What follows belongs to an exercise in optimizing a design on an open flow for small area; a production flow would make more cautious choices. Function was checked by simulation only, so behaviour that the tests miss may differ from the original. No driver is modelled on the clock port, so clock power and skew are understated where the tree is cut down; a real chip needs a root buffer or a tree. Power and IR drop assume default switching activity.

## dcf77_clock_top
module dcf77_clock_top(input        clk,       
		       input        key_n,     
		       input        rx,        
		       input  [2:0] sw_disp,   
		       input        sw_fast,   
		       input        sw_sync,   
		       output [6:0] hex0,      
		       output [6:0] hex1,      
		       output [6:0] hex2,      
		       output [6:0] hex3,      
		       output       led_error, 
		       output       led_rx);
Size in the first run: ~720 cells after synthesis, ~38 I/O pins, ~0.0060 sq mm of cells after synthesis.
export LEC_CHECK = 0
export ABC_AREA = 1
export CAP_MARGIN = 20
export CORE_MARGIN = 2
export CORE_UTILIZATION = 60
export SLEW_MARGIN = 20
create_clock -name core_clock -period 10.0 [get_ports {clk}]
standard.sh (not shown) runs the stock make flow with config.mk's settings and CLKGATE_MAP_FILE= SYNTH_SCRIPT=/design/flow/synth_recipe.tcl, a recipe that flattens the netlist after the stock synthesis.
==> flow/flow/run.sh <==
#!/bin/bash
# Layout flow: the standard synthesis, then its combinational logic
# re-mapped for area by ABC (the registers, their names and cells are kept as
# the standard synthesis made them), then the standard layout steps with
# buf_1 port buffers and a clock tree made by flow/manual_cts.tcl.
# Each tool's output goes to its own log file in the work folder.
set -euo pipefail
R=orfs/results/sky130hd/dcf77_clock_top/base

bash standard.sh synth > 1_standard_synth.log 2>&1
cp "$R/1_2_yosys.v" standard_synth.v

# re-map, and use the result only if it is proven equivalent
if yosys -c flow/resyn.tcl > 2_resyn.log 2>&1 &&
   yosys -c flow/equiv.tcl > 3_equiv.log 2>&1; then
  # the re-mapped netlist replaces the synthesis result; make rebuilds from it
  cp resyn.v "$R/1_2_yosys.v"
else
  echo "re-mapping not used" > 3_equiv_failed.txt
fi

bash standard.sh finish \
  BUFFER_PORTS_ARGS="-buffer_cell sky130_fd_sc_hd__buf_1" \
  PRE_CTS_TCL="$PWD/flow/manual_cts.tcl" \
  > 4_standard_layout.log 2>&1
==> flow/flow/manual_cts.tcl <==
# Clock tree made by hand, sourced before ORFS's CTS step (PRE_CTS_TCL).
# The clock port drives one root buffer; the root drives NLEAF leaf buffers;
# the flip-flops are split into NLEAF groups of nearby cells (columns by x,
# then rows by y within each column), each driven by a leaf buffer placed at
# the group's centroid. All leaves are the same cell with about the same load,
# so every register's clock arrives at about the same time. ORFS's
# clock_tree_synthesis is then skipped; the rest of its CTS step (detailed
# placement, timing repair) runs as usual.
proc manual_cts { clk_port nbuf bufcell rootcell } {
  set block [ord::get_db_block]
  set db [ord::get_db]
  set master [$db findMaster $bufcell]
  set clknet [[$block findBTerm $clk_port] getNet]
  set sinks {}
  foreach it [$clknet getITerms] {
    set loc [[$it getInst] getLocation]
    lappend sinks [list $it [lindex $loc 0] [lindex $loc 1]]
  }
  set n [llength $sinks]
  set ncol [expr {int(ceil(sqrt($nbuf)))}]
  while { $nbuf % $ncol != 0 } { incr ncol -1 }
  set nrow [expr {$nbuf / $ncol}]
  set sorted [lsort -integer -index 1 $sinks]
  set groups {}
  set per_col [expr {double($n) / $ncol}]
  for {set c 0} {$c < $ncol} {incr c} {
    set lo [expr {int(round($c * $per_col))}]
    set hi [expr {int(round(($c + 1) * $per_col)) - 1}]
    set col [lsort -integer -index 2 [lrange $sorted $lo $hi]]
    set m [llength $col]
    set per_row [expr {double($m) / $nrow}]
    for {set r 0} {$r < $nrow} {incr r} {
      set lo2 [expr {int(round($r * $per_row))}]
      set hi2 [expr {int(round(($r + 1) * $per_row)) - 1}]
      lappend groups [lrange $col $lo2 $hi2]
    }
  }
  # root buffer at the centroid of all sinks
  set rnet [odb::dbNet_create $block "clknet_root_$clk_port"]
  $rnet setSigType CLOCK
  set root [odb::dbInst_create $block [$db findMaster $rootcell] "clkbuf_root_$clk_port"]
  [$root findITerm A] connect $clknet
  [$root findITerm X] connect $rnet
  set sx 0; set sy 0
  foreach s $sinks { incr sx [lindex $s 1]; incr sy [lindex $s 2] }
  $root setLocation [expr {$sx / $n}] [expr {$sy / $n}]
  $root setPlacementStatus PLACED
  set i 0
  foreach g $groups {
    set net [odb::dbNet_create $block "clknet_leaf_${i}_$clk_port"]
    $net setSigType CLOCK
    set buf [odb::dbInst_create $block $master "clkbuf_leaf_${i}_$clk_port"]
    [$buf findITerm A] connect $rnet
    [$buf findITerm X] connect $net
    set sx 0; set sy 0
    foreach s $g {
      set it [lindex $s 0]
      $it disconnect
      $it connect $net
      incr sx [lindex $s 1]; incr sy [lindex $s 2]
    }
    set k [llength $g]
    $buf setLocation [expr {$sx / $k}] [expr {$sy / $k}]
    $buf setPlacementStatus PLACED
    incr i
  }
  puts "manual_cts: $n sinks, root $rootcell, $nbuf leaves $bufcell"
}

set clk_port [get_full_name [lindex [get_property [lindex [all_clocks] 0] sources] 0]]
manual_cts $clk_port 8 sky130_fd_sc_hd__clkbuf_8 sky130_fd_sc_hd__clkbuf_16
set_propagated_clock [all_clocks]
proc clock_tree_synthesis { args } {
  puts "clock_tree_synthesis skipped: the clock tree was made by flow/manual_cts.tcl"
}
==> flow/flow/resyn.abc <==
strash
&get -n
&deepsyn -T 20
&put
dch -f
amap
Other scripts of this flow, unchanged in this note and not shown: flow/flow/conb.v, flow/flow/equiv.tcl, flow/flow/resyn.tcl
Change:
--- a/flow/flow/manual_cts.tcl
+++ b/flow/flow/manual_cts.tcl
@@ -70,3 +70,3 @@
 set clk_port [get_full_name [lindex [get_property [lindex [all_clocks] 0] sources] 0]]
-manual_cts $clk_port 8 sky130_fd_sc_hd__clkbuf_8 sky130_fd_sc_hd__clkbuf_16
+manual_cts $clk_port 8 sky130_fd_sc_hd__clkbuf_8 sky130_fd_sc_hd__clkbuf_4
 set_propagated_clock [all_clocks]
==> flow/flow/resyn.abc (replaced) <==
strash
&get -n
&deepsyn -T 120
&put
dch -f
amap
strash
dch -f
amap
=> Critical path depth stays the same; cell count is lower by about 3%; area after synthesis went down by 1.7%; sequential cell count stays the same; wire length falls by about 3%; setup slack loses 0.20 ns; global-route usage fell by 0.47 points; power shrinks by about 0.8%; final area fell by 1.8%; die area came out lower by 1.6%.
Change:
--- a/flow/flow/manual_cts.tcl
+++ b/flow/flow/manual_cts.tcl
@@ -70,3 +70,3 @@
 set clk_port [get_full_name [lindex [get_property [lindex [all_clocks] 0] sources] 0]]
-manual_cts $clk_port 8 sky130_fd_sc_hd__clkbuf_8 sky130_fd_sc_hd__clkbuf_4
+manual_cts $clk_port 8 sky130_fd_sc_hd__clkbuf_8 sky130_fd_sc_hd__clkbuf_16
 set_propagated_clock [all_clocks]
==> flow/flow/resyn.abc (replaced) <==
strash
&get -n
&deepsyn -T 20
&put
dch -f
amap
--- a/flow/config.mk
+++ b/flow/config.mk
@@ -10,3 +10,3 @@
 export CORE_MARGIN = 2
-export CORE_UTILIZATION = 60
+export CORE_UTILIZATION = 75
 export SLEW_MARGIN = 20
The changed run finished with timing, DRC and antenna clean.
Sequential cell count does not change.
Final area increases by 1.1%.
Total power increases by 1.9%.
Synthesized cell count increases by 3.9%.
Sequential share of layout area decreases by 0.53 points.
Cell count decreases by 0.68%.
Die area decreases by 18%.
First-iteration DRC count increases by 76%.
Register-to-register slack loses 0.12 ns.
Routed wire length increases by 17%.
Core utilization increases by 17 points.
Change:
==> flow/flow/resyn.abc (replaced) <==
strash
&get -n
&deepsyn -T 120
&put
dch -f
amap
strash
dch -f
amap
--- a/flow/config.mk
+++ b/flow/config.mk
@@ -10,3 +10,3 @@
 export CORE_MARGIN = 2
-export CORE_UTILIZATION = 75
+export CORE_UTILIZATION = 60
 export SLEW_MARGIN = 20
Outcome: The new run produced a clean layout. Final area shrinks by about 0.8%. Wire length shrinks by 14%. Combinational power went up by about 17%. Via count falls by 10%. Clock skew barely changes. Power is about the same. Synthesized area shrinks by about 1.7%. Worst setup slack got worse by 0.099 ns. Worst hold slack is worse by 0.0085 ns. Core utilization fell by 17 points. Global-route usage falls by 11 points.
No run of this note takes its clock network from TritonCTS; it comes from the design's own scripts or RTL.

## afterwards: timing with drivers on the ports
No port has a modelled driver above. Below, the same layouts with a new extraction and two added sets of constraints.
Step 1 (the two cells are an assumption about what drives the block):
set clk [get_ports {clk}]
set_driving_cell -lib_cell sky130_fd_sc_hd__clkbuf_16 $clk
set_driving_cell -lib_cell sky130_fd_sc_hd__buf_2 [delete_from_list [all_inputs] $clk]
Step 2 adds t to the input delays and takes it off the output delays; t is the mean of the earliest and latest rising clock arrival at the registers after step 1. Input paths then give back, and output paths get back, about the clock's delay inside the block.
Slacks: ideal / step 1 / step 2; pairs: ideal / step 1.
| run | shift t [ns] | setup WS [ns] | latest minus earliest clock arrival (ns) |
|---|---|---|---|
| the first run | 0.373 | 3.356 / 3.316 / 3.316 | 0.013 / 0.012 |
| the second run | 0.502 | 3.152 / 3.125 / 3.125 | 0.012 / 0.011 |
| the third run | 0.377 | 3.299 / 3.276 / 3.276 | 0.013 / 0.013 |
| the fourth run | 0.370 | 3.200 / 3.173 / 3.173 | 0.013 / 0.013 |
After both steps setup and hold are still met in every run listed. The setup slack of the first run, which loses most, moves by -0.040 ns with the drivers and by -0.040 ns with both steps.
